Source: an optimization exercise on an open RTL-to-GDS flow (aim: small area, a short achievable clock period and few clock cycles). Production flows keep margins and buffers that such runs may drop.
The RTL was checked by simulation tests, not by an equivalence proof against the original design.
In every run shown here, the design's own scripts or RTL, not TritonCTS, make the clock network.
The clock port is modelled as an ideal driver, which makes a skipped or thinned clock tree look cheaper than it is; a real chip needs a root buffer or a tree.
Power figures rest on the tool's default switching activity, not on a simulated workload.

===== design/flow/flow/run.sh =====
#!/bin/bash
# Own flow: the standard layout (standard.sh) with three changes made through ORFS's
# hooks, after the standard synthesis has run unchanged:
#  - the input and output ports get buf_4 buffers (BUFFER_PORTS_ARGS);
#  - the resizer may not use delay cells as buffers (nodly.tcl before each step);
#  - the clock tree is the balanced two-level tree of mcts.tcl instead of TritonCTS's
#    (pre_cts.tcl, before CTS): 4 root buffers fed by the clock port, 64 leaf buffers.
# Each step's output goes to a log file in the work folder; ORFS's own logs are under orfs/logs.
set -euo pipefail
here="$(cd "$(dirname "${BASH_SOURCE[0]}")" && pwd)"
bash standard.sh synth > synth.log 2>&1
export BUFFER_PORTS_ARGS="-buffer_cell sky130_fd_sc_hd__buf_4"
for s in FLOORPLAN GLOBAL_PLACE RESIZE DETAIL_PLACE REPAIR_TIMING_POST_PLACE GLOBAL_ROUTE DETAIL_ROUTE; do
	export PRE_${s}_TCL="$here/nodly.tcl"
done
export PRE_CTS_TCL="$here/pre_cts.tcl"
bash standard.sh finish > layout.log 2>&1

===== design/flow/flow/mcts.tcl =====
# Manual clock tree, balanced by construction: the clock sinks are split by recursive
# bisection (alternately on x and y) into NLEAF clusters of equal size, each driven by a
# leaf buffer at its centroid; the leaf buffers are split the same way into NROOT groups,
# each driven by a root buffer at its centroid, fed by the clock port.
proc mcts_split {items n axis} {
  # items: list of {obj x y}; returns n groups of (nearly) equal size, by recursive
  # splits at the weighted median, alternately on x and y
  if {$n <= 1} { return [list $items] }
  set idx [expr {$axis == 0 ? 1 : 2}]
  set s [lsort -real -index $idx $items]
  set n1 [expr {$n / 2}]
  set h [expr {([llength $s] * $n1) / $n}]
  set a [lrange $s 0 [expr {$h-1}]]
  set b [lrange $s $h end]
  set na [expr {1-$axis}]
  return [concat [mcts_split $a $n1 $na] [mcts_split $b [expr {$n-$n1}] $na]]
}
proc mcts_centroid {grp} {
  set sx 0.0; set sy 0.0
  foreach e $grp { set sx [expr {$sx+[lindex $e 1]}]; set sy [expr {$sy+[lindex $e 2]}] }
  return [list [expr {int($sx/[llength $grp])}] [expr {int($sy/[llength $grp])}]]
}
proc mcts_build {nleaf nroot leafcell rootcell} {
  set block [ord::get_db_block]
  set db [ord::get_db]
  set clk [$block findNet clk]
  set items {}
  foreach it [$clk getITerms] {
    set b [[$it getInst] getBBox]
    lappend items [list $it [expr {([$b xMin]+[$b xMax])/2}] [expr {([$b yMin]+[$b yMax])/2}]]
  }
  puts "mcts: [llength $items] sinks"
  set lm [$db findMaster $leafcell]
  set rm [$db findMaster $rootcell]
  set leaves {}
  set n 0
  foreach grp [mcts_split $items $nleaf 0] {
    lassign [mcts_centroid $grp] cx cy
    set inst [odb::dbInst_create $block $lm "mcts_leaf_$n"]
    $inst setLocation $cx $cy; $inst setPlacementStatus PLACED
    set net [odb::dbNet_create $block "mcts_lnet_$n"]; $net setSigType CLOCK
    foreach e $grp { set it [lindex $e 0]; $it disconnect; $it connect $net }
    [$inst findITerm [mcts_out $inst]] connect $net
    lappend leaves [list $inst $cx $cy]
    incr n
  }
  set m 0
  foreach grp [mcts_split $leaves $nroot 0] {
    lassign [mcts_centroid $grp] cx cy
    set inst [odb::dbInst_create $block $rm "mcts_root_$m"]
    $inst setLocation $cx $cy; $inst setPlacementStatus PLACED
    set net [odb::dbNet_create $block "mcts_rnet_$m"]; $net setSigType CLOCK
    foreach e $grp { [[lindex $e 0] findITerm A] connect $net }
    [$inst findITerm [mcts_out $inst]] connect $net
    [$inst findITerm A] connect $clk
    incr m
  }
  $clk setSigType CLOCK
  puts "mcts: $n leaves, $m roots"
}
proc mcts_out {inst} {
  if {[string match "*inv*" [[$inst getMaster] getName]]} { return Y }
  return X
}

===== design/flow/flow/nodly.tcl =====
# Keep the resizer from using delay cells as buffers.
set_dont_use [get_lib_cells {sky130_fd_sc_hd__dlygate* sky130_fd_sc_hd__clkdlybuf* sky130_fd_sc_hd__dlymetal*}]

===== design/flow/flow/pre_cts.tcl =====
# Before CTS: no delay cells as buffers, and replace TritonCTS with the balanced
# two-level tree of mcts.tcl (4 root buffers fed by the clock port, 64 leaf buffers).
source [file join [file dirname [info script]] nodly.tcl]
source [file join [file dirname [info script]] mcts.tcl]
rename clock_tree_synthesis tritoncts_clock_tree_synthesis
proc clock_tree_synthesis {args} {
  mcts_build 64 4 sky130_fd_sc_hd__clkbuf_16 sky130_fd_sc_hd__clkbuf_16
  set_propagated_clock [all_clocks]
}

===== design/flow/standard.sh =====
#!/bin/bash
# synth_recipe.tcl (not shown) runs the flow's synth.tcl, then flattens the netlist and writes it again
# the make line also repeats each setting of config.mk as NAME=value (left out here)
make -C /OpenROAD-flow-scripts/flow DESIGN_CONFIG=/design/flow/config.mk WORK_HOME=/design/flow/orfs CLKGATE_MAP_FILE= SYNTH_SCRIPT=/design/flow/synth_recipe.tcl "${@:-finish}"

===== design/flow/config.mk =====
export PLATFORM = sky130hd
export DESIGN_NAME = mips_cpu
export DESIGN_NICKNAME = mips_cpu
export VERILOG_FILES = /design/flow/design.v
export SDC_FILE = /design/flow/constraint.sdc
export NUM_CORES = 8
export LEC_CHECK = 0
export CAP_MARGIN = 20
export CORE_MARGIN = 2
export CORE_UTILIZATION = 40
export SETUP_SLACK_MARGIN = 4.6
export SLEW_MARGIN = 20
export SYNTH_HIERARCHICAL = 1
export TNS_END_PERCENT = 100

===== design/flow/constraint.sdc =====
create_clock -name core_clock -period 7.0 [get_ports {clk}]
set_input_delay 1.4000 -clock core_clock [delete_from_list [all_inputs] [get_ports {clk}]]
set_output_delay 1.4000 -clock core_clock [all_outputs]
set_load 0.01 [all_outputs]

===== design/flow/design.v =====
module add32(input [31:0] a, input [31:0] b, output [31:0] s);
wire [31:0] g0, t0, p;
c_nand2 #(32) u_g0(a, b, g0);
c_nor2  #(32) u_t0(a, b, t0);
c_xor2  #(32) u_p(a, b, p);
wire [31:0] g1;
c_o21ai #(16) u_g1({t0[31],t0[29],t0[27],t0[25],t0[23],t0[21],t0[19],t0[17],t0[15],t0[13],t0[11],t0[9],t0[7],t0[5],t0[3],t0[1]}, {g0[30],g0[28],g0[26],g0[24],g0[22],g0[20],g0[18],g0[16],g0[14],g0[12],g0[10],g0[8],g0[6],g0[4],g0[2],g0[0]}, {g0[31],g0[29],g0[27],g0[25],g0[23],g0[21],g0[19],g0[17],g0[15],g0[13],g0[11],g0[9],g0[7],g0[5],g0[3],g0[1]}, {g1[31],g1[29],g1[27],g1[25],g1[23],g1[21],g1[19],g1[17],g1[15],g1[13],g1[11],g1[9],g1[7],g1[5],g1[3],g1[1]});
c_inv #(16) u_gi1({g0[30],g0[28],g0[26],g0[24],g0[22],g0[20],g0[18],g0[16],g0[14],g0[12],g0[10],g0[8],g0[6],g0[4],g0[2],g0[0]}, {g1[30],g1[28],g1[26],g1[24],g1[22],g1[20],g1[18],g1[16],g1[14],g1[12],g1[10],g1[8],g1[6],g1[4],g1[2],g1[0]});
wire [31:0] t1;
c_nor2 #(15) u_t1({t0[31],t0[29],t0[27],t0[25],t0[23],t0[21],t0[19],t0[17],t0[15],t0[13],t0[11],t0[9],t0[7],t0[5],t0[3]}, {t0[30],t0[28],t0[26],t0[24],t0[22],t0[20],t0[18],t0[16],t0[14],t0[12],t0[10],t0[8],t0[6],t0[4],t0[2]}, {t1[31],t1[29],t1[27],t1[25],t1[23],t1[21],t1[19],t1[17],t1[15],t1[13],t1[11],t1[9],t1[7],t1[5],t1[3]});
c_inv #(15) u_ti1({t0[30],t0[28],t0[26],t0[24],t0[22],t0[20],t0[18],t0[16],t0[14],t0[12],t0[10],t0[8],t0[6],t0[4],t0[2]}, {t1[30],t1[28],t1[26],t1[24],t1[22],t1[20],t1[18],t1[16],t1[14],t1[12],t1[10],t1[8],t1[6],t1[4],t1[2]});
wire [31:0] g2;
c_a21oi #(16) u_g2({t1[31],t1[30],t1[27],t1[26],t1[23],t1[22],t1[19],t1[18],t1[15],t1[14],t1[11],t1[10],t1[7],t1[6],t1[3],t1[2]}, {g1[29],g1[29],g1[25],g1[25],g1[21],g1[21],g1[17],g1[17],g1[13],g1[13],g1[9],g1[9],g1[5],g1[5],g1[1],g1[1]}, {g1[31],g1[30],g1[27],g1[26],g1[23],g1[22],g1[19],g1[18],g1[15],g1[14],g1[11],g1[10],g1[7],g1[6],g1[3],g1[2]}, {g2[31],g2[30],g2[27],g2[26],g2[23],g2[22],g2[19],g2[18],g2[15],g2[14],g2[11],g2[10],g2[7],g2[6],g2[3],g2[2]});
c_inv #(16) u_gi2({g1[29],g1[28],g1[25],g1[24],g1[21],g1[20],g1[17],g1[16],g1[13],g1[12],g1[9],g1[8],g1[5],g1[4],g1[1],g1[0]}, {g2[29],g2[28],g2[25],g2[24],g2[21],g2[20],g2[17],g2[16],g2[13],g2[12],g2[9],g2[8],g2[5],g2[4],g2[1],g2[0]});
wire [31:0] t2;
c_nand2 #(14) u_t2({t1[31],t1[30],t1[27],t1[26],t1[23],t1[22],t1[19],t1[18],t1[15],t1[14],t1[11],t1[10],t1[7],t1[6]}, {t1[29],t1[29],t1[25],t1[25],t1[21],t1[21],t1[17],t1[17],t1[13],t1[13],t1[9],t1[9],t1[5],t1[5]}, {t2[31],t2[30],t2[27],t2[26],t2[23],t2[22],t2[19],t2[18],t2[15],t2[14],t2[11],t2[10],t2[7],t2[6]});
c_inv #(14) u_ti2({t1[29],t1[28],t1[25],t1[24],t1[21],t1[20],t1[17],t1[16],t1[13],t1[12],t1[9],t1[8],t1[5],t1[4]}, {t2[29],t2[28],t2[25],t2[24],t2[21],t2[20],t2[17],t2[16],t2[13],t2[12],t2[9],t2[8],t2[5],t2[4]});
wire [31:0] g3;
c_o21ai #(16) u_g3({t2[31],t2[30],t2[29],t2[28],t2[23],t2[22],t2[21],t2[20],t2[15],t2[14],t2[13],t2[12],t2[7],t2[6],t2[5],t2[4]}, {g2[27],g2[27],g2[27],g2[27],g2[19],g2[19],g2[19],g2[19],g2[11],g2[11],g2[11],g2[11],g2[3],g2[3],g2[3],g2[3]}, {g2[31],g2[30],g2[29],g2[28],g2[23],g2[22],g2[21],g2[20],g2[15],g2[14],g2[13],g2[12],g2[7],g2[6],g2[5],g2[4]}, {g3[31],g3[30],g3[29],g3[28],g3[23],g3[22],g3[21],g3[20],g3[15],g3[14],g3[13],g3[12],g3[7],g3[6],g3[5],g3[4]});
c_inv #(16) u_gi3({g2[27],g2[26],g2[25],g2[24],g2[19],g2[18],g2[17],g2[16],g2[11],g2[10],g2[9],g2[8],g2[3],g2[2],g2[1],g2[0]}, {g3[27],g3[26],g3[25],g3[24],g3[19],g3[18],g3[17],g3[16],g3[11],g3[10],g3[9],g3[8],g3[3],g3[2],g3[1],g3[0]});
wire [31:0] t3;
c_nor2 #(12) u_t3({t2[31],t2[30],t2[29],t2[28],t2[23],t2[22],t2[21],t2[20],t2[15],t2[14],t2[13],t2[12]}, {t2[27],t2[27],t2[27],t2[27],t2[19],t2[19],t2[19],t2[19],t2[11],t2[11],t2[11],t2[11]}, {t3[31],t3[30],t3[29],t3[28],t3[23],t3[22],t3[21],t3[20],t3[15],t3[14],t3[13],t3[12]});
c_inv #(12) u_ti3({t2[27],t2[26],t2[25],t2[24],t2[19],t2[18],t2[17],t2[16],t2[11],t2[10],t2[9],t2[8]}, {t3[27],t3[26],t3[25],t3[24],t3[19],t3[18],t3[17],t3[16],t3[11],t3[10],t3[9],t3[8]});
wire [31:0] g4;
c_a21oi #(16) u_g4({t3[31],t3[30],t3[29],t3[28],t3[27],t3[26],t3[25],t3[24],t3[15],t3[14],t3[13],t3[12],t3[11],t3[10],t3[9],t3[8]}, {g3[23],g3[23],g3[23],g3[23],g3[23],g3[23],g3[23],g3[23],g3[7],g3[7],g3[7],g3[7],g3[7],g3[7],g3[7],g3[7]}, {g3[31],g3[30],g3[29],g3[28],g3[27],g3[26],g3[25],g3[24],g3[15],g3[14],g3[13],g3[12],g3[11],g3[10],g3[9],g3[8]}, {g4[31],g4[30],g4[29],g4[28],g4[27],g4[26],g4[25],g4[24],g4[15],g4[14],g4[13],g4[12],g4[11],g4[10],g4[9],g4[8]});
c_inv #(16) u_gi4({g3[23],g3[22],g3[21],g3[20],g3[19],g3[18],g3[17],g3[16],g3[7],g3[6],g3[5],g3[4],g3[3],g3[2],g3[1],g3[0]}, {g4[23],g4[22],g4[21],g4[20],g4[19],g4[18],g4[17],g4[16],g4[7],g4[6],g4[5],g4[4],g4[3],g4[2],g4[1],g4[0]});
wire [31:0] t4;
c_nand2 #(8) u_t4({t3[31],t3[30],t3[29],t3[28],t3[27],t3[26],t3[25],t3[24]}, {t3[23],t3[23],t3[23],t3[23],t3[23],t3[23],t3[23],t3[23]}, {t4[31],t4[30],t4[29],t4[28],t4[27],t4[26],t4[25],t4[24]});
c_inv #(8) u_ti4({t3[23],t3[22],t3[21],t3[20],t3[19],t3[18],t3[17],t3[16]}, {t4[23],t4[22],t4[21],t4[20],t4[19],t4[18],t4[17],t4[16]});
wire [31:0] g5;
c_o21ai #(16) u_g5({t4[31],t4[30],t4[29],t4[28],t4[27],t4[26],t4[25],t4[24],t4[23],t4[22],t4[21],t4[20],t4[19],t4[18],t4[17],t4[16]}, {g4[15],g4[15],g4[15],g4[15],g4[15],g4[15],g4[15],g4[15],g4[15],g4[15],g4[15],g4[15],g4[15],g4[15],g4[15],g4[15]}, {g4[31],g4[30],g4[29],g4[28],g4[27],g4[26],g4[25],g4[24],g4[23],g4[22],g4[21],g4[20],g4[19],g4[18],g4[17],g4[16]}, {g5[31],g5[30],g5[29],g5[28],g5[27],g5[26],g5[25],g5[24],g5[23],g5[22],g5[21],g5[20],g5[19],g5[18],g5[17],g5[16]});
c_inv #(16) u_gi5({g4[15],g4[14],g4[13],g4[12],g4[11],g4[10],g4[9],g4[8],g4[7],g4[6],g4[5],g4[4],g4[3],g4[2],g4[1],g4[0]}, {g5[15],g5[14],g5[13],g5[12],g5[11],g5[10],g5[9],g5[8],g5[7],g5[6],g5[5],g5[4],g5[3],g5[2],g5[1],g5[0]});
c_xor2 #(31) u_s(p[31:1], g5[30:0], s[31:1]);
assign s[0] = p[0];
endmodule
module add11(input [10:0] a, input [10:0] b, output [10:0] s);
wire [10:0] g0, t0, p;
c_nand2 #(11) u_g0(a, b, g0);
c_nor2  #(11) u_t0(a, b, t0);
c_xor2  #(11) u_p(a, b, p);
wire [10:0] g1;
c_o21ai #(10) u_g1(t0[10:1], g0[9:0], g0[10:1], g1[10:1]);
c_inv #(1) u_gi1(g0[0:0], g1[0:0]);
wire [10:2] t1;
c_nor2 #(9) u_t1(t0[10:2], t0[9:1], t1[10:2]);
wire [10:0] g2;
c_a21oi #(9) u_g2(t1[10:2], g1[8:0], g1[10:2], g2[10:2]);
c_inv #(2) u_gi2(g1[1:0], g2[1:0]);
wire [10:4] t2;
c_nand2 #(7) u_t2(t1[10:4], t1[8:2], t2[10:4]);
wire [10:0] g3;
c_o21ai #(7) u_g3(t2[10:4], g2[6:0], g2[10:4], g3[10:4]);
c_inv #(4) u_gi3(g2[3:0], g3[3:0]);
wire [10:8] t3;
c_nor2 #(3) u_t3(t2[10:8], t2[6:4], t3[10:8]);
wire [10:0] g4;
c_a21oi #(3) u_g4(t3[10:8], g3[2:0], g3[10:8], g4[10:8]);
c_inv #(8) u_gi4(g3[7:0], g4[7:0]);
c_xnor2 #(10) u_s(p[10:1], g4[9:0], s[10:1]);
assign s[0] = p[0];
endmodule
module gt32(input [31:0] a, input [31:0] b, output y);
wire [31:0] g0, t0;
c_andn  #(32) u_g0(a, b, g0);    
c_orn   #(32) u_t0(a, b, t0);    
wire [15:0] g1;
wire [15:0] t1;
c_o21ai #(16) u_g1({t0[31],t0[29],t0[27],t0[25],t0[23],t0[21],t0[19],t0[17],t0[15],t0[13],t0[11],t0[9],t0[7],t0[5],t0[3],t0[1]}, {g0[30],g0[28],g0[26],g0[24],g0[22],g0[20],g0[18],g0[16],g0[14],g0[12],g0[10],g0[8],g0[6],g0[4],g0[2],g0[0]}, {g0[31],g0[29],g0[27],g0[25],g0[23],g0[21],g0[19],g0[17],g0[15],g0[13],g0[11],g0[9],g0[7],g0[5],g0[3],g0[1]}, g1);
c_nor2 #(16) u_t1({t0[31],t0[29],t0[27],t0[25],t0[23],t0[21],t0[19],t0[17],t0[15],t0[13],t0[11],t0[9],t0[7],t0[5],t0[3],t0[1]}, {t0[30],t0[28],t0[26],t0[24],t0[22],t0[20],t0[18],t0[16],t0[14],t0[12],t0[10],t0[8],t0[6],t0[4],t0[2],t0[0]}, t1);
wire [7:0] g2;
wire [7:0] t2;
c_a21oi #(8) u_g2({t1[15],t1[13],t1[11],t1[9],t1[7],t1[5],t1[3],t1[1]}, {g1[14],g1[12],g1[10],g1[8],g1[6],g1[4],g1[2],g1[0]}, {g1[15],g1[13],g1[11],g1[9],g1[7],g1[5],g1[3],g1[1]}, g2);
c_nand2 #(8) u_t2({t1[15],t1[13],t1[11],t1[9],t1[7],t1[5],t1[3],t1[1]}, {t1[14],t1[12],t1[10],t1[8],t1[6],t1[4],t1[2],t1[0]}, t2);
wire [3:0] g3;
wire [3:0] t3;
c_o21ai #(4) u_g3({t2[7],t2[5],t2[3],t2[1]}, {g2[6],g2[4],g2[2],g2[0]}, {g2[7],g2[5],g2[3],g2[1]}, g3);
c_nor2 #(4) u_t3({t2[7],t2[5],t2[3],t2[1]}, {t2[6],t2[4],t2[2],t2[0]}, t3);
wire [1:0] g4;
wire [1:0] t4;
c_a21oi #(2) u_g4({t3[3],t3[1]}, {g3[2],g3[0]}, {g3[3],g3[1]}, g4);
c_nand2 #(2) u_t4({t3[3],t3[1]}, {t3[2],t3[0]}, t4);
wire [0:0] g5;
c_o21ai #(1) u_g5({t4[1]}, {g4[0]}, {g4[1]}, g5);
assign y = g5[0];
endmodule
module pc_sel(
	input  [9:0] alt, pc, inc, tgt, jt,
	input        s_alt, s_pc, s_inc, s_tgt, s_jt,
	output [9:0] y
);
wire [9:0] u, v, w;
c_aoi2s #(10) a(tgt, {10{s_tgt}}, jt, {10{s_jt}}, u);
c_aoi2s #(10) b(pc, {10{s_pc}}, inc, {10{s_inc}}, v);
c_nand2 #(10) c(alt, {10{s_alt}}, w);
c_nand3 #(10) n(u, v, w, y);
endmodule
module c_inv   #(parameter W=1) (input [W-1:0] a, output [W-1:0] y); assign y = ~a; endmodule
module c_nand2 #(parameter W=1) (input [W-1:0] a, b, output [W-1:0] y); assign y = ~(a & b); endmodule
module c_nand3 #(parameter W=1) (input [W-1:0] a, b, c, output [W-1:0] y); assign y = ~(a & b & c); endmodule
module c_nand4 #(parameter W=1) (input [W-1:0] a, b, c, d, output [W-1:0] y); assign y = ~(a & b & c & d); endmodule
module c_nor2  #(parameter W=1) (input [W-1:0] a, b, output [W-1:0] y); assign y = ~(a | b); endmodule
module c_xor2  #(parameter W=1) (input [W-1:0] a, b, output [W-1:0] y); assign y = a ^ b; endmodule
module c_xnor2 #(parameter W=1) (input [W-1:0] a, b, output [W-1:0] y); assign y = ~(a ^ b); endmodule
module c_andn  #(parameter W=1) (input [W-1:0] a, b, output [W-1:0] y); assign y = ~(a & ~b); endmodule
module c_orn   #(parameter W=1) (input [W-1:0] a, b, output [W-1:0] y); assign y = ~(a | ~b); endmodule
module c_o21ai #(parameter W=1) (input [W-1:0] a1, a2, b1, output [W-1:0] y); assign y = ~((a1 | a2) & b1); endmodule
module c_a21oi #(parameter W=1) (input [W-1:0] a1, a2, b1, output [W-1:0] y); assign y = ~((a1 & a2) | b1); endmodule
module c_aoi2s #(parameter W=32) (input [W-1:0] a0, s0, a1, s1, output [W-1:0] y);
	assign y = ~((a0 & s0) | (a1 & s1));
endmodule
module c_aoi3s #(parameter W=32) (input [W-1:0] a0, s0, a1, s1, a2, s2, output [W-1:0] y);
	assign y = ~((a0 & s0) | (a1 & s1) | (a2 & s2));
endmodule
module c_o31ais #(parameter W=32) (input [W-1:0] a, b, c, s, output [W-1:0] y);
	assign y = ~((a | b | c) & s);
endmodule
module c_wen #(parameter W=32) (input [W-1:0] q, wdn, wen_n, output [W-1:0] d);
	assign d = ~((wdn | wen_n) & ~(q & wen_n));
endmodule
module c_mux2 #(parameter W=1) (input [W-1:0] a, b, s, output [W-1:0] y);
	assign y = (s & b) | (~s & a);
endmodule
module c_dec5 (input [4:0] a, output [31:0] y);
	assign y = 32'd1 << a;
endmodule
module rd_port #(parameter FIVE = 0) (
	input  [1023:0] r,
	input  [31:0]   s0,     
	input  [31:0]   s1,     
	input           sv,
	input  [31:0]   f0, f1, f2, f3, f4,
	input           sf0, sf1, sf2, sf3, sf4,
	output [31:0]   y
);
wire [32*11-1:0] yl;
genvar j;
generate
	for (j = 0; j < 10; j = j + 1) begin : l1
		c_aoi3s u(r[96*j +: 32], {{16{s1[3*j]}}, {16{s0[3*j]}}},
		          r[96*j+32 +: 32], {{16{s1[3*j+1]}}, {16{s0[3*j+1]}}},
		          r[96*j+64 +: 32], {{16{s1[3*j+2]}}, {16{s0[3*j+2]}}}, yl[32*j +: 32]);
	end
endgenerate
c_aoi2s u10(r[960 +: 32], {{16{s1[30]}}, {16{s0[30]}}}, r[992 +: 32], {{16{s1[31]}}, {16{s0[31]}}}, yl[320 +: 32]);
wire [31:0] z0, z1, z2;
c_nand4 #(32) n0(yl[0 +: 32], yl[32 +: 32], yl[64 +: 32], yl[96 +: 32], z0);
c_nand4 #(32) n1(yl[128 +: 32], yl[160 +: 32], yl[192 +: 32], yl[224 +: 32], z1);
c_nand3 #(32) n2(yl[256 +: 32], yl[288 +: 32], yl[320 +: 32], z2);
wire [31:0] p, q, u;
c_o31ais o(z0, z1, z2, {32{sv}}, p);
c_aoi2s  fq(f0, {32{sf0}}, f1, {32{sf1}}, q);
generate
	if (FIVE) begin : g5
		c_aoi3s fu(f2, {32{sf2}}, f3, {32{sf3}}, f4, {32{sf4}}, u);
	end else begin : g4
		c_aoi2s fu(f2, {32{sf2}}, f3, {32{sf3}}, u);
	end
endgenerate
c_nand3 #(32) ny(p, q, u, y);
endmodule
`timescale 1ns/1ps
module mips_cpu(
	input clk,
	input rst_n,
	output [9:0] imem_addr,
	input [31:0] imem_rdata,
	output [9:0] dmem_addr,
	output [31:0] dmem_wdata,
	output dmem_we,
	input [31:0] dmem_rdata
);
localparam OP_R = 6'h00, OP_J = 6'h02, OP_BGTZ = 6'h07, OP_ADDI = 6'h08,
           OP_ORI = 6'h0d, OP_LW = 6'h23, OP_SW = 6'h2b;
reg  [9:0]  pc;
reg         d_v, d_pred;
reg  [31:0] d_ir;
reg  [9:0]  d_alt;
reg  [31:0] d_srs0, d_srs1, d_srt0, d_srt1;
reg         d_hz;            
reg         e_v, e_wr, e_islw, e_issw, e_isb, e_logic, e_pred;
reg  [4:0]  e_dst;
reg  [31:0] e_a, e_b;
reg  [11:0] e_imm;
reg  [9:0]  e_alt;
reg         m_wr, m_we, m_islw;
reg  [4:0]  m_dst;
reg  [31:0] m_res;
reg  [9:0]  m_addr;
reg  [31:0] regs [0:31];
wire [31:0] sum;
add32 adder(.a(e_a), .b(e_b), .s(sum));
wire [31:0] lg   = (e_a & {32{~e_issw}}) | e_b;    
wire [31:0] res  = e_logic ? lg : sum;
wire [11:0] addr = e_a[11:0] + e_imm;
wire taken;
gt32 cmp(.a(e_a), .b(e_b), .y(taken));
wire e_m1 = e_v && e_isb && !e_pred;    
wire e_m0 = e_v && e_isb && e_pred;     
wire e_misp = taken ? e_m1 : e_m0;
assign imem_addr = pc;
wire [31:0] ins = imem_rdata;
wire f_isj = ins[31:26] == OP_J;
wire f_bt  = ins[31:26] == OP_BGTZ && ins[25:21] != 5'd0;    
wire stall;
wire [9:0] pcp1 = pc + 10'd1;
wire [10:0] tgt2;
add11 tadd(.a({pc, 1'b1}), .b({ins[9:0], 1'b1}), .s(tgt2));    
wire [9:0] tgt = tgt2[10:1];
wire ps_alt  = e_misp;
wire ps_hold = rst_n && !e_misp && stall;
wire ps_j    = rst_n && !e_misp && !stall && f_isj;
wire ps_t    = rst_n && !e_misp && !stall && !f_isj && f_bt;
wire ps_p    = rst_n && !e_misp && !stall && !f_isj && !f_bt;
wire [9:0] pc_next;
pc_sel psel(.alt(e_alt), .pc(pc), .inc(pcp1), .tgt(tgt), .jt(ins[9:0]),
            .s_alt(ps_alt), .s_pc(ps_hold), .s_inc(ps_p), .s_tgt(ps_t), .s_jt(ps_j),
            .y(pc_next));
always @(posedge clk)
	pc <= pc_next;
always @(posedge clk or negedge rst_n)
	if (!rst_n)
		d_v <= 1'b0;
	else if (e_misp)
		d_v <= 1'b0;
	else if (!stall)
		d_v <= 1'b1;
wire [4:0] f_rs = stall ? d_ir[25:21] : ins[25:21];
wire [4:0] f_rt = stall ? d_ir[20:16] : ins[20:16];
wire [31:0] dec_rs0, dec_rs1, dec_rt0, dec_rt1;
c_dec5 drs0(f_rs, dec_rs0);
c_dec5 drs1(f_rs, dec_rs1);
c_dec5 drt0(f_rt, dec_rt0);
c_dec5 drt1(f_rt, dec_rt1);
always @(posedge clk) begin
	d_srs0 <= dec_rs0;
	d_srs1 <= dec_rs1;
	d_srt0 <= dec_rt0;
	d_srt1 <= dec_rt1;
end
always @(posedge clk)
	if (!stall) begin
		d_ir   <= ins;
		d_pred <= f_bt;
		d_alt  <= f_bt ? pcp1 : tgt;
	end
wire [5:0] op = d_ir[31:26];
wire [4:0] rs = d_ir[25:21];
wire [4:0] rt = d_ir[20:16];
wire [4:0] rd = d_ir[15:11];
wire [31:0] sext = {{16{d_ir[15]}}, d_ir[15:0]};
wire isr    = op == OP_R;
wire isb    = op == OP_BGTZ;
wire isaddi = op == OP_ADDI;
wire isori  = op == OP_ORI;
wire islw   = op == OP_LW;
wire issw   = op == OP_SW;
wire wr     = isr | isaddi | isori | islw;
wire [4:0] dst = isr ? rd : rt;
wire useimm = isaddi | isori | isb;
wire [5:0] f_op = ins[31:26];
wire f_use_rs = f_op == OP_R || f_op == OP_ADDI || f_op == OP_ORI || f_op == OP_LW ||
                f_op == OP_SW || f_op == OP_BGTZ;
wire f_use_rt = f_op == OP_R || f_op == OP_SW;
wire f_hz = d_v && islw && ((f_use_rs && ins[25:21] == rt) || (f_use_rt && ins[20:16] == rt));
always @(posedge clk)
	d_hz <= f_hz && !stall;
assign stall = d_v && d_hz;
wire [31:0] m_val = m_islw ? dmem_rdata : m_res;
wire [31:0] m_val_n = ~m_val | {32{!rst_n}};
wire [31:0] wen_n = ~({31'd0, m_wr} << m_dst) & {32{rst_n}};
genvar gk;
generate
	for (gk = 0; gk < 32; gk = gk + 1) begin : g
		wire [31:0] d;
		c_wen wc(.q(regs[gk]), .wdn(m_val_n), .wen_n({32{wen_n[gk]}}), .d(d));
		always @(posedge clk)
			regs[gk] <= d;
	end
endgenerate
wire [1023:0] rflat;
generate
	for (gk = 0; gk < 32; gk = gk + 1) begin : fl
		assign rflat[32*gk +: 32] = regs[gk];
	end
endgenerate
wire e_fw = e_v && e_wr && !e_islw;
wire fa_e = e_fw && e_dst == rs;
wire fb_e = e_fw && e_dst == rt;
wire fa_m = m_wr && m_dst == rs;
wire fb_m = m_wr && m_dst == rt;
wire sa_sum = fa_e && !e_logic;
wire sa_lg  = fa_e && e_logic;
wire sa_ld  = !fa_e && fa_m && m_islw;
wire sa_m   = !fa_e && fa_m && !m_islw;
wire sa_rf  = !fa_e && !fa_m;
wire sb_imm = useimm;
wire sb_sum = !useimm && fb_e && !e_logic;
wire sb_lg  = !useimm && fb_e && e_logic;
wire sb_ld  = !useimm && !fb_e && fb_m && m_islw;
wire sb_m   = !useimm && !fb_e && fb_m && !m_islw;
wire sb_rf  = !useimm && !fb_e && !fb_m;
wire [31:0] fd_a, fd_b;
rd_port #(0) ra(.r(rflat), .s0(d_srs0), .s1(d_srs1), .sv(sa_rf),
                .f0(sum), .f1(lg), .f2(m_res), .f3(dmem_rdata), .f4(32'd0),
                .sf0(sa_sum), .sf1(sa_lg), .sf2(sa_m), .sf3(sa_ld), .sf4(1'b0), .y(fd_a));
rd_port #(1) rb(.r(rflat), .s0(d_srt0), .s1(d_srt1), .sv(sb_rf),
                .f0(sum), .f1(lg), .f2(m_res), .f3(dmem_rdata), .f4(sext),
                .sf0(sb_sum), .sf1(sb_lg), .sf2(sb_m), .sf3(sb_ld), .sf4(sb_imm), .y(fd_b));
always @(posedge clk or negedge rst_n)
	if (!rst_n)
		e_v <= 1'b0;
	else
		e_v <= d_v && !e_misp && !stall;
always @(posedge clk) begin
	e_wr    <= wr;
	e_islw  <= islw;
	e_issw  <= issw;
	e_isb   <= isb;
	e_logic <= isori | issw;
	e_pred  <= d_pred;
	e_alt   <= d_alt;
	e_dst   <= dst;
	e_a     <= fd_a;
	e_b     <= fd_b;
	e_imm   <= d_ir[11:0];
end
always @(posedge clk or negedge rst_n)
	if (!rst_n)
		m_wr <= 1'b0;
	else
		m_wr <= e_v && e_wr;
always @(posedge clk)
	m_we <= e_v && e_issw;
always @(posedge clk) begin
	m_islw <= e_islw;
	m_dst  <= e_dst;
	m_res  <= res;
	m_addr <= addr[11:2];
end
assign dmem_addr  = m_addr;
assign dmem_wdata = m_res;
assign dmem_we    = m_we;
endmodule

==> results of run 1 <==
==> flip-flops by register name, indices dropped and copies added (netlist names), 5 cells and up <==
name / cells
d_srt1: 32
pc: 10
d_srs0: 32
e_a: 32
e_b: 32
e_imm: 12
d_ir: 32
d_srs1: 32
m_addr: 10
m_dst: 5
d_alt: 10
m_res: 32
d_srt0: 32
regs: 1024
e_alt: 10
e_dst: 5
==> power by group through the flow <==
stage / sequential [mW] / clock (mW) / combinational, mW
after floorplan: 10.7 / 0 / 2.41
after global placement: 11.0 / 0 / 3.50
after detailed placement: 11.1 / 0 / 3.60
after CTS: 10.9 / 4.20 / 3.96
after global routing: 11.2 / 4.45 / 4.47
final: 11.0 / 4.18 / 4.14
==> worst max-delay path, cell delays in order, from the launching register on <==
cell	delay [ps]
dfxtp_1	610
a222oi_1	770
nand4_1	500
o31ai_4	490
nand3_1	130
==> metal layers <==
| layer | part of all wire, % | vias to the layer above | track usage [%] |
|---|---|---|---|
| met1 | 40 | 25100 | 41.0 |
| li1 | - | 23500 | - |
| met3 | 13 | 493 | 8.63 |
| met4 | 4.8 | 4 | 11.9 |
| met5 | 0.0092 | - | 0 |
| met2 | 42 | 3218 | 45.6 |
==> cell type report <==
| type | count | area [sq um] |
|---|---|---|
| flip-flops and latches | 1355 | 27900 |
| multi-input cells | 4294 | 28600 |
| fillers | 13100 | 73500 |
| well taps | 1794 | 2240 |
| plain buffers | 68 | 1700 |
| repair buffers | 328 | 2700 |
| diodes | 1 | 2.50 |
| repair inverters | 2 | 18.8 |
| inverters | 157 | 621 |
==> cells in the final DEF (no fill, tap or decap), types with 34 or more instances in the layout <==
master     count
dfxtp_1     1170
nand2_1     1130
o21ai_1     1095
a222oi_1     672
nor2_1       221
a22oi_2      180
nand3_1      153
inv_1        151
nand4_1      134
buf_4        109
xor2_1        98
dfxtp_2       89
buf_1         80
mux2_2        75
clkbuf_16     69
buf_6         62
dfxtp_4       50
a21oi_2       49
nor2_4        45
edfxtp_1      43
nand2b_1      41
buf_2         35
a21o_1        34
nor2b_4       34
o31ai_4       34
==> final timing paths <==
check	startpoint	to	slack, ps	cells past startpoint
max	d_srt0[4]	e_b[13]	4380	4
min	d_alt[7]	e_alt[7]	340	0
max reg2reg	d_srt0[4]	e_b[13]	4380	4
min reg2reg	d_alt[7]	e_alt[7]	340	0
max in group asynchronous	rst_n	m_wr	6030	1
min in group asynchronous	rst_n	d_v	720	1
==> what timing repair did <==
action,CTS,global route
setup buffers,108,27
pin swaps,52,90
resized for setup,386,177
cloned,33,2
setup endpoints to repair,1250,759
==> flow_metrics.tcl, run 1 <==
set metrics [dict create \
    status "complete, no violations" \
    seq_power_share_pct 57.0 \
    placed_area_sq_um 59100 \
    numPortBuffers 118 \
    ys_warn_count 9 \
    synthCells 5823 \
    worst_pin_slew_ps 1180 \
    synth_area_sq_um 55200 \
    antenna_found_initial 3 \
    p_sw_mw 6.58 \
    power_frac_comb_pct 21.4 \
    grt_pass1_vias 46700 \
    drcViolationCount 0 \
    grt_max_degree 65 \
    grt.overflow.total 0 \
    die_w_um 376 \
    drv_cap 0 \
    gp_congestion 0.960 \
    hold_class "flip-flop to flip-flop" \
    wl_per_cell_um 28.4 \
    std_cell_rows 136 \
    grt_pass1_wl_um 324000 \
    clkPwrFrac_pct 21.6 \
    drive_above_1_share_pct 17.2 \
    total_power_mw 19.3 \
    vias_per_cell 6.54 \
    track_usage_pct 30.4 \
    die_y_um 376 \
    ir_drop_mv 0.243 \
    p_int_mw 12.7 \
    hpwl_um 141000 \
    powerDensity_nw_per_um2 303 \
    p_leak_nw 22.6 \
    dr.pass1.iters 15 \
    worstSkewPairLatency_ps 530 \
    startpoint_type "flip-flop" \
    cp_data_required_time_ps 7400 \
    post-place-ws_ps 3120 \
    antenna_left 0 \
    final_area_sq_um 63800 \
    rsz0062_at_grt "true" \
    timing.fmax_ghz 0.382 \
    clkSlewWorstSetupHoldPaths_ps 90 \
    initial_core_util_pct 40.2 \
    syn_area_per_cell_sq_um 9.48 \
    finClkSkew_ps 31.4 \
    setup_ws_ps 4380 \
    dp.cells 7760 \
    die_area_sq_um 141000 \
    vias 52300 \
    fin_nets 6283 \
    slew_violations 0 \
    routed_wl_um 228000 \
    coreArea_sq_um 137000 \
    hold_viol 0 \
    hold_ws_ps 345 \
    min_period_ps 2620 \
    final_util_pct 46.4 \
    finalCritPeriodShare_pct 37.4 \
    slew_headroom_pct 21.5 \
    stdcell_count 7999 \
    p_sw_share_pct 34.0 \
    critPathMaxFanout 16 \
    area_growth_pct 15.5 \
    finalSetupViolations 0 \
    cts_hold_buf 0 \
    criticalPathCategory "flip-flop to flip-flop" \
    worstPathArrival_ps 3020 \
    end_kind "flip-flop" \
    drtIter0Drc 11100 \
    ios 119 \
    tns_ps 0 \
]
Testbench counts, summed over its fixed seeds: cycles 208,537.
==> run 2, diff against run 1 <==
--- a/design/flow/design.v
+++ b/design/flow/design.v
@@ -86,12 +86,15 @@
 module pc_sel(
 	input  [9:0] alt, pc, inc, tgt, jt,
-	input        s_alt, s_pc, s_inc, s_tgt, s_jt,
+	input        s_pc, s_inc, s_tgt, s_jt,
+	input        taken, m1, m0,
 	output [9:0] y
 );
-wire [9:0] u, v, w;
+wire [9:0] u, v, pn;
 c_aoi2s #(10) a(tgt, {10{s_tgt}}, jt, {10{s_jt}}, u);
 c_aoi2s #(10) b(pc, {10{s_pc}}, inc, {10{s_inc}}, v);
-c_nand2 #(10) c(alt, {10{s_alt}}, w);
-c_nand3 #(10) n(u, v, w, y);
+c_nand2 #(10) n(u, v, pn);
+wire misp;
+c_mux2 #(1)  ms(m0, m1, taken, misp);
+c_mux2 #(10) o(pn, alt, {10{misp}}, y);
 endmodule
 module c_inv   #(parameter W=1) (input [W-1:0] a, output [W-1:0] y); assign y = ~a; endmodule
@@ -121,11 +124,7 @@
 	assign y = (s & b) | (~s & a);
 endmodule
-module c_dec5 (input [4:0] a, output [31:0] y);
-	assign y = 32'd1 << a;
-endmodule
 module rd_port #(parameter FIVE = 0) (
 	input  [1023:0] r,
-	input  [31:0]   s0,     
-	input  [31:0]   s1,     
+	input  [31:0]   s,
 	input           sv,
 	input  [31:0]   f0, f1, f2, f3, f4,
@@ -137,10 +136,9 @@
 generate
 	for (j = 0; j < 10; j = j + 1) begin : l1
-		c_aoi3s u(r[96*j +: 32], {{16{s1[3*j]}}, {16{s0[3*j]}}},
-		          r[96*j+32 +: 32], {{16{s1[3*j+1]}}, {16{s0[3*j+1]}}},
-		          r[96*j+64 +: 32], {{16{s1[3*j+2]}}, {16{s0[3*j+2]}}}, yl[32*j +: 32]);
+		c_aoi3s u(r[96*j +: 32], {32{s[3*j]}}, r[96*j+32 +: 32], {32{s[3*j+1]}},
+		          r[96*j+64 +: 32], {32{s[3*j+2]}}, yl[32*j +: 32]);
 	end
 endgenerate
-c_aoi2s u10(r[960 +: 32], {{16{s1[30]}}, {16{s0[30]}}}, r[992 +: 32], {{16{s1[31]}}, {16{s0[31]}}}, yl[320 +: 32]);
+c_aoi2s u10(r[960 +: 32], {32{s[30]}}, r[992 +: 32], {32{s[31]}}, yl[320 +: 32]);
 wire [31:0] z0, z1, z2;
 c_nand4 #(32) n0(yl[0 +: 32], yl[32 +: 32], yl[64 +: 32], yl[96 +: 32], z0);
@@ -176,5 +174,5 @@
 reg  [31:0] d_ir;
 reg  [9:0]  d_alt;
-reg  [31:0] d_srs0, d_srs1, d_srt0, d_srt1;
+reg  [31:0] d_srs, d_srt;    
 reg         d_hz;            
 reg         e_v, e_wr, e_islw, e_issw, e_isb, e_logic, e_pred;
@@ -207,13 +205,12 @@
 add11 tadd(.a({pc, 1'b1}), .b({ins[9:0], 1'b1}), .s(tgt2));    
 wire [9:0] tgt = tgt2[10:1];
-wire ps_alt  = e_misp;
-wire ps_hold = rst_n && !e_misp && stall;
-wire ps_j    = rst_n && !e_misp && !stall && f_isj;
-wire ps_t    = rst_n && !e_misp && !stall && !f_isj && f_bt;
-wire ps_p    = rst_n && !e_misp && !stall && !f_isj && !f_bt;
+wire ps_hold = rst_n && stall;
+wire ps_j    = rst_n && !stall && f_isj;
+wire ps_t    = rst_n && !stall && !f_isj && f_bt;
+wire ps_p    = rst_n && !stall && !f_isj && !f_bt;
 wire [9:0] pc_next;
 pc_sel psel(.alt(e_alt), .pc(pc), .inc(pcp1), .tgt(tgt), .jt(ins[9:0]),
-            .s_alt(ps_alt), .s_pc(ps_hold), .s_inc(ps_p), .s_tgt(ps_t), .s_jt(ps_j),
-            .y(pc_next));
+            .s_pc(ps_hold), .s_inc(ps_p), .s_tgt(ps_t), .s_jt(ps_j),
+            .taken(taken), .m1(e_m1), .m0(e_m0), .y(pc_next));
 always @(posedge clk)
 	pc <= pc_next;
@@ -227,14 +224,7 @@
 wire [4:0] f_rs = stall ? d_ir[25:21] : ins[25:21];
 wire [4:0] f_rt = stall ? d_ir[20:16] : ins[20:16];
-wire [31:0] dec_rs0, dec_rs1, dec_rt0, dec_rt1;
-c_dec5 drs0(f_rs, dec_rs0);
-c_dec5 drs1(f_rs, dec_rs1);
-c_dec5 drt0(f_rt, dec_rt0);
-c_dec5 drt1(f_rt, dec_rt1);
 always @(posedge clk) begin
-	d_srs0 <= dec_rs0;
-	d_srs1 <= dec_rs1;
-	d_srt0 <= dec_rt0;
-	d_srt1 <= dec_rt1;
+	d_srs <= 32'd1 << f_rs;
+	d_srt <= 32'd1 << f_rt;
 end
 always @(posedge clk)
@@ -284,4 +274,6 @@
 	end
 endgenerate
+wire [31:0] s_rs = d_srs;
+wire [31:0] s_rt = d_srt;
 wire e_fw = e_v && e_wr && !e_islw;
 wire fa_e = e_fw && e_dst == rs;
@@ -301,8 +293,8 @@
 wire sb_rf  = !useimm && !fb_e && !fb_m;
 wire [31:0] fd_a, fd_b;
-rd_port #(0) ra(.r(rflat), .s0(d_srs0), .s1(d_srs1), .sv(sa_rf),
+rd_port #(0) ra(.r(rflat), .s(s_rs), .sv(sa_rf),
                 .f0(sum), .f1(lg), .f2(m_res), .f3(dmem_rdata), .f4(32'd0),
                 .sf0(sa_sum), .sf1(sa_lg), .sf2(sa_m), .sf3(sa_ld), .sf4(1'b0), .y(fd_a));
-rd_port #(1) rb(.r(rflat), .s0(d_srt0), .s1(d_srt1), .sv(sb_rf),
+rd_port #(1) rb(.r(rflat), .s(s_rt), .sv(sb_rf),
                 .f0(sum), .f1(lg), .f2(m_res), .f3(dmem_rdata), .f4(sext),
                 .sf0(sb_sum), .sf1(sb_lg), .sf2(sb_m), .sf3(sb_ld), .sf4(sb_imm), .y(fd_b));
--- a/design/flow/flow/run.sh
+++ b/design/flow/flow/run.sh
@@ -5,5 +5,5 @@
 #  - the resizer may not use delay cells as buffers (nodly.tcl before each step);
 #  - the clock tree is the balanced two-level tree of mcts.tcl instead of TritonCTS's
-#    (pre_cts.tcl, before CTS): 4 root buffers fed by the clock port, 64 leaf buffers.
+#    (pre_cts.tcl, before CTS): 4 root buffers fed by the clock port, 96 leaf buffers.
 # Each step's output goes to a log file in the work folder; ORFS's own logs are under orfs/logs.
 set -euo pipefail
==> design/flow/flow/pre_cts.tcl (replaced) <==
# Before CTS: no delay cells as buffers, and replace TritonCTS with the balanced
# two-level tree of mcts.tcl (4 clkbuf_16 root buffers fed by the clock port,
# 96 clkbuf_8 leaf buffers).
source [file join [file dirname [info script]] nodly.tcl]
source [file join [file dirname [info script]] mcts.tcl]
rename clock_tree_synthesis tritoncts_clock_tree_synthesis
proc clock_tree_synthesis {args} {
  mcts_build 96 4 sky130_fd_sc_hd__clkbuf_8 sky130_fd_sc_hd__clkbuf_16
  set_propagated_clock [all_clocks]
}
--- a/design/flow/config.mk
+++ b/design/flow/config.mk
@@ -8,5 +8,5 @@
 export CAP_MARGIN = 20
 export CORE_MARGIN = 2
-export CORE_UTILIZATION = 40
+export CORE_UTILIZATION = 52
 export SETUP_SLACK_MARGIN = 4.6
 export SLEW_MARGIN = 20
==> run 2 against run 1 <==
  * Worst hold slack better by 2.9 ps
  * Sequential share of layout area down 0.36 points
  * Area after synthesis down 2.7%
  * Largest power group unchanged
  * Sequential power down 5%
  * Total power down 5.1%
  * Via count down 0.44%
  * Critical path depth up 1
  * First-iteration DRC count up 5.2%
==> flow_metrics.tcl, run 2 <==
set metrics [dict create \
    status "complete, no violations" \
    worst_pin_slew_ps 1160 \
    synth_area_sq_um 53700 \
    total_power_mw 18.3 \
    criticalPathCategory "flip-flop to flip-flop" \
    wl_per_cell_um 30.3 \
    syn_area_per_cell_sq_um 9.48 \
    slew_headroom_pct 22.7 \
    critPathMaxFanout 28 \
    crit_path_cell_trace "buf_6, a222oi_1, nand4_1, o31ai_4, nand3_1" \
    finalCritPeriodShare_pct 36.1 \
    initial_core_util_pct 52.6 \
    clkSlewWorstSetupHoldPaths_ps 100 \
    seq_power_share_pct 57.3 \
    grt.overflow.total 0 \
    hold_viol 0 \
    layout_common_cells "1,169 x dfxtp_1, 1,137 x nand2_1, 1,098 x o21ai_1" \
    slowest_delay_ps 590 \
    area_growth_pct 13.8 \
    routed_wl_um 226000 \
    clkPwrFrac_pct 20.2 \
    worst-path-buf-inv 1 \
    startpoint_type "flip-flop" \
    min_period_ps 2530 \
    fin_nets 6158 \
    drv_cap 0 \
    die_area_sq_um 106000 \
    cts_hold_buf 0 \
    drive_above_1_share_pct 16.4 \
    grt_pass1_wl_um 319000 \
    die_w_um 325 \
    hold_class "flip-flop to flip-flop" \
    cp_data_required_time_ps 7390 \
    max_flop_register "regs" \
    worstPathArrival_ps 2920 \
    dr.pass1.iters 14 \
    cp.depth 5 \
    hpwl_um 129000 \
    crit_path_end "e_b[31]" \
    crit_slowest_cell "o31ai_4" \
    drtIter0Drc 11700 \
    finalSetupViolations 0 \
    placed_area_sq_um 57300 \
    powerDensity_nw_per_um2 300 \
    reg2reg_to "e_b[31]" \
    antenna_cells 0 \
    worstSkewPairLatency_ps 520 \
    startpoint "d_srt[15]" \
    slew_violations 0 \
    antenna_found_initial 4 \
    p_sw_share_pct 34.8 \
    critical_path.top_delay_family "compound AO/OA/AOI/OAI gates" \
    r2r_setup_slack_ps 4470 \
    track_usage_pct 39.6 \
    coreArea_sq_um 102000 \
    power_frac_comb_pct 22.4 \
    regArea_sq_um 26500 \
    p_leak_nw 22.0 \
    final_area_sq_um 61100 \
    finClkSkew_ps 26.5 \
    ys_warn_count 9 \
    rsz0062_at_grt "true" \
    std_cell_rows 117 \
    grt_pass1_vias 47600 \
    vias_per_cell 6.99 \
    die_y_um 325 \
    multiInputGateArea_sq_um 28300 \
    numPortBuffers 118 \
    final_common_cell "dfxtp_1" \
    tns_ps 0 \
    timing.fmax_ghz 0.396 \
    antenna_left 0 \
    end_kind "flip-flop" \
    largest_reg_flops 1024 \
    ios 119 \
    grt_max_degree 69 \
    vias 52100 \
    worstReg2RegStart "d_srt[15]" \
    fill_cells 9220 \
    gp_congestion 0.909 \
    drcViolationCount 0 \
    synthCells 5665 \
    rr_worst_depth 5 \
    p_int_mw 12.0 \
    p_sw_mw 6.37 \
    ir_drop_mv 0.204 \
]
[run 2: power by group through the flow]
stage / clock (mW) / sequential (mW) / combinational [mW]
after floorplan: 0 / 10.3 / 2.42
final: 3.71 / 10.5 / 4.11
after global routing: 3.98 / 10.7 / 4.42
after detailed placement: 0 / 10.6 / 3.61
after CTS: 3.74 / 10.4 / 3.95
after global placement: 0 / 10.5 / 3.53
[run 2: what timing repair did]
action / CTS / global route
endpoints found under the setup margin: 1215 / 541
resized for setup: 325 / 114
gates cloned: 19 / 7
setup buffers: 80 / 22
pin swaps: 36 / 35
[run 2: final cells by class]
| class | instances | area share, % |
|---|---|---|
| multi-input combinational | 4204 | 46.3 |
| sequential | 1291 | 43.3 |
| timing repair buffer | 325 | 4.18 |
| tap | 1368 | 2.80 |
| buffer | 100 | 2.33 |
| inverter | 159 | 1.02 |
[run 2: through the flow]
step	std cells	hold WS [ps]	setup WS (ps)	utilization [%]
2_1_floorplan	5666	322	4200	-
3_3_place_gp	7217	324	3060	56.1
3_5_place_dp	7219	327	2970	56.1
4_1_cts	7418	349	4520	59.3
5_1_grt	7447	356	4440	59.9
6_report	7447	348	4470	59.9
[run 2: metal layers]
| layer | vias to the layer above | global-route usage [%] | routed length [um] |
|---|---|---|---|
| met5 | - | 0 | 23 |
| met4 | 4 | 22.8 | 15400 |
| met3 | 612 | 7.48 | 28300 |
| met2 | 3597 | 57.9 | 93000 |
| met1 | 24900 | 54.6 | 88900 |
| li1 | 23000 | - | - |
[run 2: how the worst min path moves through the flow]
stage / start / endpoint / slack [ps] / cells past startpoint
after global routing: d_alt[7] / e_alt[7] / 360 / 0
after global placement: d_alt[9] / e_alt[9] / 320 / 0
final: d_alt[8] / e_alt[8] / 350 / 0
after detailed placement: d_alt[8] / e_alt[8] / 330 / 0
after floorplan: e_islw / m_islw / 320 / 0
after CTS: d_alt[8] / e_alt[8] / 350 / 0
Testbench counts of run 2, summed over its fixed seeds: cycles 208,537.
==> run 3, diff against run 2 <==
--- a/design/flow/config.mk
+++ b/design/flow/config.mk
@@ -9,4 +9,5 @@
 export CORE_MARGIN = 2
 export CORE_UTILIZATION = 52
+export PLACE_DENSITY = 0.7
 export SETUP_SLACK_MARGIN = 4.6
 export SLEW_MARGIN = 20
==> run 3 against run 2 <==
  * Worst setup slack worse by 11 ps
  * Worst hold slack got worse by 6.1 ps
  * Critical endpoint is now regs[17][20]
  * Cell area shrank 0.11%
  * Area after synthesis unchanged
  * Highest routed layer unchanged
  * Total power fell by 0.60%
  * Synthesized cell count stayed put
==> flow_metrics.tcl, run 3 <==
set metrics [dict create \
    drcViolationCount 0 \
    antenna_cells 0 \
    worstSkewPairLatency_ps 520 \
    timing.fmax_ghz 0.394 \
    finalCritPeriodShare_pct 36.2 \
    die_area_sq_um 106000 \
    std_cell_rows 117 \
    routed_wl_um 211000 \
    antenna_found_initial 6 \
    rsz0062_at_grt "true" \
    fin_nets 6175 \
    largest_reg_flops 1024 \
    status "complete, no violations" \
    numPortBuffers 118 \
    slew_violations 0 \
    regArea_sq_um 26500 \
    grt_pass1_vias 47900 \
    vias_per_cell 6.96 \
    multiInputGateArea_sq_um 28200 \
    gp_congestion 0.949 \
    end_kind "flip-flop" \
    worst_pin_slew_ps 1170 \
    die_w_um 325 \
    synth_area_sq_um 53700 \
    syn_area_per_cell_sq_um 9.48 \
    min_period_ps 2540 \
    ys_warn_count 9 \
    tns_ps 0 \
    grt_max_degree 69 \
    cts_hold_buf 0 \
    powerDensity_nw_per_um2 299 \
    ios 119 \
    finalSetupViolations 0 \
    hpwl_um 129000 \
    wl_per_cell_um 28.3 \
    dr.pass1.iters 13 \
    initial_core_util_pct 52.6 \
    slew_headroom_pct 22.1 \
    fill_cells 8858 \
    coreArea_sq_um 102000 \
    antenna_left 0 \
    ir_drop_mv 0.242 \
    post-place-ws_ps 3060 \
    drv_cap 0 \
    clkSlewWorstSetupHoldPaths_ps 90 \
    final_common_cell "dfxtp_1" \
    critPathMaxFanout 64 \
    hold_ws_ps 342 \
    finClkSkew_ps 42.4 \
    cp_data_required_time_ps 7420 \
    track_usage_pct 37.1 \
    max_flop_register "regs" \
    criticalPathCategory "input pin to flip-flop" \
    drive_above_1_share_pct 16.9 \
    r2r_setup_slack_ps 4470 \
    die_y_um 325 \
    area_growth_pct 13.7 \
    setup_ws_ps 4460 \
    hold_class "flip-flop to flip-flop" \
    hold_viol 0 \
    grt_pass1_wl_um 304000 \
    grt.overflow.total 0 \
    drtIter0Drc 11500 \
    startpoint_type "input pin" \
    vias 51900 \
    synthCells 5665 \
    p_leak_nw 22.1 \
    worstPathArrival_ps 2950 \
    layout_common_cells "1,156 x dfxtp_1, 1,140 x nand2_1, 1,097 x o21ai_1" \
]
run 3: final timing paths:
kind | depth (start not counted) | endpoint | from
max in group asynchronous | 1 | m_wr | rst_n
min in group asynchronous | 1 | e_v | rst_n
max | 4 | regs[17][20] | rst_n
max reg2reg | 5 | e_b[23] | d_srt[16]
min reg2reg | 0 | e_alt[0] | d_alt[0]
min | 0 | e_alt[0] | d_alt[0]
run 3: layout make-up:
class                   count  area share [%]
plain buffers             100            2.33
inverters                 159            1.03
multi-input cells        4197            46.2
flip-flops and latches   1291            43.4
well taps                1368            2.80
repair buffers            349            4.20
run 3: worst max-delay path, stage by stage:
cell and delay [ps]:
buf_12 330, o21a_4 780, nand2_1 140, o21ai_1 100
run 3: what timing repair did:
item	4_1_cts	5_1_grt
buffers inserted	93	39
gates cloned	13	4
gates resized for setup	331	118
hold endpoints to repair	0	0
pin swaps	46	36
endpoints found under the setup margin	1199	808
run 3: per-stage QoR:
| step | total power [mW] | cells | area (sq um) | utilization [%] |
|---|---|---|---|---|
| 2_1_floorplan | 12.7 | 5666 | 54300 | - |
| 3_3_place_gp | 14.0 | 7212 | 57200 | 56.1 |
| 3_5_place_dp | 14.2 | 7215 | 57200 | 56.1 |
| 4_1_cts | 18.0 | 7421 | 60400 | 59.2 |
| 5_1_grt | 19.0 | 7464 | 61000 | 59.8 |
| 6_report | 18.2 | 7464 | 61000 | 59.8 |
run 3: power by group:
part           total (mW)  switching (mW)  internal [mW]
sequential           10.5            1.48           9.06
combinational        4.04            2.49           1.55
clock                3.65            2.33           1.32
run 3: metal layers:
metal	vias to the layer above	GRT usage, %	share of wire [%]
met5	-	0	0.020
met4	8	25.1	7.9
met3	715	8.53	13
met2	3660	54.9	42
met1	24500	48.3	37
li1	23100	-	-
==> run 4, diff against run 3 <==
--- a/design/flow/config.mk
+++ b/design/flow/config.mk
@@ -9,5 +9,5 @@
 export CORE_MARGIN = 2
 export CORE_UTILIZATION = 52
-export PLACE_DENSITY = 0.7
+export PLACE_DENSITY = 0.8
 export SETUP_SLACK_MARGIN = 4.6
 export SLEW_MARGIN = 20
==> run 4 against run 3 <==
  * Critical path depth increased by 1
  * Largest power group unchanged
  * First-iteration DRC count up 28%
  * Sequential power barely moved
  * Synthesized cell count did not move
  * Register-to-register slack worse by 90 ps
  * Total power increased by 1.1%
  * Die area stayed put
==> flow_metrics.tcl, run 4 <==
set metrics [dict create \
    antenna_left 0 \
    vias_per_cell 7.47 \
    power_frac_comb_pct 22.6 \
    min_period_ps 2620 \
    grt_pass1_wl_um 324000 \
    critPathMaxFanout 32 \
    p_sw_share_pct 35.2 \
    clkPwrFrac_pct 20.0 \
    slew_headroom_pct 29.9 \
    antenna_found_initial 4 \
    met1_length_um 76600 \
    initial_core_util_pct 52.6 \
    worstReg2RegStart "d_srs[13]" \
    tns_ps 0 \
    clkSlewWorstSetupHoldPaths_ps 100 \
    setup_ws_ps 4380 \
    synth_area_sq_um 53700 \
    criticalPathCategory "flip-flop to flip-flop" \
    hpwl_um 126000 \
    holdPathStages 0 \
    powerDensity_nw_per_um2 300 \
    wl_per_cell_um 30.3 \
    numPortBuffers 118 \
    rsz0062_at_grt "true" \
    layout_common_cells "1,159 x dfxtp_1, 1,135 x nand2_1, 1,095 x o21ai_1" \
    post-place-ws_ps 2800 \
    timing.fmax_ghz 0.381 \
    synthCells 5665 \
    multiInputGateArea_sq_um 28400 \
    drcViolationCount 0 \
    cp_data_required_time_ps 7400 \
    ios 119 \
    track_usage_pct 39.6 \
    die_area_sq_um 106000 \
    finClkSkew_ps 27.5 \
    hold_class "flip-flop to flip-flop" \
    hold_ws_ps 347 \
    p_leak_nw 22.2 \
    status "complete, no violations" \
    grt_pass1_vias 51600 \
    die_w_um 325 \
    reg2reg_to "e_a[11]" \
    area_growth_pct 14.3 \
    seq_power_share_pct 57.3 \
    drtIter0Drc 14600 \
    regArea_sq_um 26500 \
    wl_met2_um 89500 \
    r2r_setup_slack_ps 4380 \
    std_cell_rows 117 \
    slew_violations 0 \
    startpoint_type "flip-flop" \
    max_flop_register "regs" \
    crit_path_cell_trace "buf_4, a222oi_1, nand4_1, o31ai_4, nand3_1" \
    syn_area_per_cell_sq_um 9.48 \
    crit_slowest_cell "nand4_1" \
    ir_drop_mv 0.228 \
    die_y_um 325 \
    route.top_layer_used "met5" \
    finalSetupViolations 0 \
    ys_warn_count 9 \
    drive_above_1_share_pct 17.6 \
    wl_met3_um 40000 \
    cts_hold_buf 0 \
    p_sw_mw 6.49 \
    coreArea_sq_um 102000 \
    worstPathArrival_ps 3030 \
    finalCritPeriodShare_pct 37.4 \
    grt.overflow.total 0 \
    routed_wl_um 227000 \
    fin_nets 6189 \
    grt_max_degree 84 \
    final_common_cell "dfxtp_1" \
    hold_end "e_alt[3]" \
    worstSkewPairLatency_ps 520 \
    drv_cap 0 \
    critical_path.top_delay_family "compound AO/OA/AOI/OAI gates" \
    rr_worst_depth 5 \
    slowest_delay_ps 730 \
    vias 55900 \
    largest_reg_flops 1024 \
    hold_start "d_alt[3]" \
    dr.pass1.iters 19 \
    hold_viol 0 \
    gp_congestion 0.977 \
    fill_cells 8338 \
    worst_pin_slew_ps 1050 \
    p_int_mw 11.9 \
    worst-path-buf-inv 1 \
    end_kind "flip-flop" \
]
==> run 4: routing by layer <==
layer,vias to the layer above,global-route usage (%)
li1,23100,-
met1,25800,50.0
met2,5576,54.9
met3,1361,15.0
met4,8,28.9
met5,-,0
==> run 4: per-stage QoR <==
step	total power [mW]	utilization (%)	cells	instance area, sq um
5_1_grt	19.0	60.1	7478	61400
3_3_place_gp	13.9	56.0	7213	57200
6_report	18.4	60.1	7481	61400
3_5_place_dp	14.2	56.1	7214	57200
2_1_floorplan	12.7	-	5666	54300
4_1_cts	17.9	59.3	7440	60500
==> run 4: worst max path at each step <==
| stage | startpoint | to | slack [ps] | depth (start not counted) |
|---|---|---|---|---|
| 6_report | d_srs[13] | e_a[11] | 4380 | 5 |
| 5_1_grt | imem_rdata[2] | pc[6] | 4430 | 11 |
| 3_3_place_gp | rst_n | regs[2][21] | 2900 | 4 |
| 4_1_cts | imem_rdata[3] | pc[8] | 4500 | 10 |
| 3_5_place_dp | rst_n | regs[15][21] | 2800 | 4 |
| 2_1_floorplan | d_ir[27] | e_b[30] | 4200 | 8 |
==> run 4: area by class of cell <==
class	count	area share, %
antenna	3	0.0122
buffer	100	2.32
inverter	159	0.995
multi-input combinational	4211	46.3
sequential	1291	43.2
tap	1368	2.79
timing repair buffer	349	4.42
==> run 4: repair_timing <==
item,CTS,global route
endpoints found under the setup margin,1209,804
gates resized for setup,318,168
setup buffers,98,32
endpoints found under the hold margin,0,0
cloned,28,4
pin swaps,38,82
==> run 4: power by group through the flow <==
stage / clock network [mW] / registers (mW) / logic [mW]
6_report: 3.69 / 10.6 / 4.17
4_1_cts: 3.62 / 10.5 / 3.84
3_5_place_dp: 0 / 10.6 / 3.56
5_1_grt: 3.89 / 10.7 / 4.39
3_3_place_gp: 0 / 10.5 / 3.42
2_1_floorplan: 0 / 10.3 / 2.42
==> run 5, diff against run 4 <==
--- a/design/flow/design.v
+++ b/design/flow/design.v
@@ -173,5 +173,5 @@
 reg         d_v, d_pred;
 reg  [31:0] d_ir;
-reg  [9:0]  d_alt;
+reg  [9:0]  d_pc1;           
 reg  [31:0] d_srs, d_srt;    
 reg         d_hz;            
@@ -232,5 +232,5 @@
 		d_ir   <= ins;
 		d_pred <= f_bt;
-		d_alt  <= f_bt ? pcp1 : tgt;
+		d_pc1  <= pcp1;
 	end
 wire [5:0] op = d_ir[31:26];
@@ -248,4 +248,5 @@
 wire [4:0] dst = isr ? rd : rt;
 wire useimm = isaddi | isori | isb;
+wire [9:0] d_alt = d_pred ? d_pc1 : d_pc1 + d_ir[9:0];
 wire [5:0] f_op = ins[31:26];
 wire f_use_rs = f_op == OP_R || f_op == OP_ADDI || f_op == OP_ORI || f_op == OP_LW ||
@@ -311,5 +312,5 @@
 	e_logic <= isori | issw;
 	e_pred  <= d_pred;
-	e_alt   <= d_alt;
+	e_alt   <= d_alt;    
 	e_dst   <= dst;
 	e_a     <= fd_a;
--- a/design/flow/config.mk
+++ b/design/flow/config.mk
@@ -9,5 +9,4 @@
 export CORE_MARGIN = 2
 export CORE_UTILIZATION = 52
-export PLACE_DENSITY = 0.8
 export SETUP_SLACK_MARGIN = 4.6
 export SLEW_MARGIN = 20
==> run 5 against run 4 <==
  * Via count shrank 3.3%
  * Register-to-register slack lost 70 ps
  * Clock power grew 1%
  * Die area grew 0.67%
  * Wire length grew 9.8%
  * Fmax shrank 2.4%
  * Core utilization grew 0.96 points
  * Synthesized cell count grew 1.1%
  * Critical endpoint is now e_b[22]
  * Largest cell class unchanged
  * Largest power group unchanged
  * Highest routed layer unchanged
==> flow_metrics.tcl, run 5 <==
set metrics [dict create \
    status "complete, no violations" \
    die_w_um 326 \
    hpwl_um 140000 \
    worstSkewPairLatency_ps 530 \
    gp_congestion 0.990 \
    worstReg2RegStart "d_srt[13]" \
    synthCells 5729 \
    routed_wl_um 249000 \
    max_flop_register "regs" \
    drcViolationCount 0 \
    track_usage_pct 41.8 \
    worst_pin_slew_ps 1100 \
    vias 54000 \
    cts_hold_buf 0 \
    hold_start "e_islw" \
    tns_ps 0 \
    total_power_mw 18.6 \
    startpoint_type "flip-flop" \
    rsz0062_at_grt "true" \
    drive_above_1_share_pct 18.3 \
    die_area_sq_um 107000 \
    drv_cap 0 \
    layout_common_cells "1,154 x nand2_1, 1,121 x dfxtp_1, 1,105 x o21ai_1" \
    finClkSkew_ps 29.0 \
    std_cell_rows 118 \
    finalCritPeriodShare_pct 38.4 \
    largest_reg_flops 1024 \
    worstPathArrival_ps 3090 \
    drtIter0Drc 12700 \
    dr.pass1.iters 14 \
    ios 119 \
    wl_met2_um 103000 \
    vias_per_cell 7.04 \
    wl_met3_um 36900 \
    slew_headroom_pct 26.4 \
    wl_per_cell_um 32.5 \
    grt_pass1_vias 48000 \
    coreArea_sq_um 103000 \
    critPathMaxFanout 13 \
    slew_violations 0 \
    met1_length_um 91000 \
    area_growth_pct 16.8 \
    hold_class "flip-flop to flip-flop" \
    criticalPathCategory "flip-flop to flip-flop" \
    fill_cells 9248 \
    syn_area_per_cell_sq_um 9.44 \
    cp_data_required_time_ps 7400 \
    numPortBuffers 118 \
    clkSlewWorstSetupHoldPaths_ps 100 \
    multiInputGateArea_sq_um 28700 \
    finalSetupViolations 0 \
    dp.cells 7303 \
    route.top_layer_used "met5" \
    grt.overflow.total 0 \
    ys_warn_count 9 \
    ir_drop_mv 0.240 \
    regArea_sq_um 26600 \
    timing.fmax_ghz 0.372 \
    hold_viol 0 \
    stdcell_count 7669 \
    grt_max_degree 65 \
    min_period_ps 2690 \
    end_kind "flip-flop" \
    p_leak_nw 23.0 \
    die_y_um 326 \
    antenna_left 0 \
    grt_pass1_wl_um 332000 \
    antenna_found_initial 6 \
    powerDensity_nw_per_um2 294 \
    final_common_cell "nand2_1" \
    startpoint "d_srt[13]" \
    synth_area_sq_um 54100 \
    fin_nets 6376 \
    initial_core_util_pct 52.3 \
]
run 5: power breakdown:
part           total (mW)  internal [mW]  switching [mW]
clock network        3.74           1.32            2.42
logic                4.30           1.61            2.69
registers            10.5           9.04            1.49
run 5: worst max-delay path, cell delays in order, from the launching register on:
cell and delay, ps:
dfxtp_4 370, buf_1 210, clkbuf_16 260, a222oi_1 350, nand4_1 600, o31ai_4 630
nand3_1 130
run 5: stage by stage:
step           utilization, %  hold slack, ps  setup slack, ps  cell area (sq um)
6_report                 61.1             347             4310              63200
3_5_place_dp             55.8             336             2560              57700
4_1_cts                  59.2             348             4370              61200
5_1_grt                  61.1             361             4320              63200
2_1_floorplan               -             331             4320              54600
3_3_place_gp             55.8             336             2590              57700
run 5: layout make-up:
type                            count  share of cell area (%)
Timing Repair Buffer              471                    6.49
Inverter                          156                   0.959
Multi-Input combinational cell   4269                    45.5
Antenna cell                        2                 0.00792
Buffer                            100                    2.25
Sequential cell                  1291                    42.1
Tap cell                         1380                    2.73
run 5: timing repair:
item	in CTS	in global routing
gates cloned	18	26
setup buffers	102	118
pin swaps	46	121
resized for setup	372	260
endpoints found under the setup margin	1249	1035
endpoints found under the hold margin	0	0
run 5: routing by layer:
metal / vias to the layer above / track usage [%]
li1: 23600 / -
met1: 25500 / 53.9
met2: 4084 / 62.0
met3: 902 / 12.7
met4: 4 / 24.0
met5: - / 0
run 5: path summary, 6_finish.rpt:
check	cells past startpoint	to	slack, ps
min reg2reg	0	m_islw	350
min	0	m_islw	350
max in group asynchronous	1	d_v	5960
max reg2reg	6	e_b[22]	4310
max	6	e_b[22]	4310
min in group asynchronous	1	e_v	790
Testbench counts of run 5, summed over its fixed seeds: cycles 208,537.

what the ideal ports hide:
The flow's constraints put no driver on any port. The routed layouts listed below were extracted and timed again, unchanged, in two steps. Step 1, drivers: a clkbuf_16 drives clk and a buf_2 each remaining input, both assumed. Step 2, shift: input delay + t, output delay - t, t = (earliest + latest rising clock arrival at the registers) / 2. This alone moves slack from input paths to output paths. Slacks: ideal ports / drivers / drivers and shift; pairs: ideal ports / drivers.
run | shift t [ns] | setup WS [ns] | clock arrival spread, ns
run 1 | 0.682 | 4.381 / 4.355 / 3.886 | 0.035 / 0.035
run 2 | 0.664 | 4.474 / 4.413 / 3.895 | 0.028 / 0.028
run 3 | 0.659 | 4.463 / 4.425 / 3.894 | 0.047 / 0.047
run 4 | 0.680 | 4.379 / 4.361 / 3.875 | 0.031 / 0.031
run 5 | 0.685 | 4.313 / 4.313 / 3.820 | 0.032 / 0.031
After both steps every run listed still meets setup and hold. For run 2, which loses most, drivers alone change the setup slack by -0.061 ns; drivers and shift together by -0.579 ns.
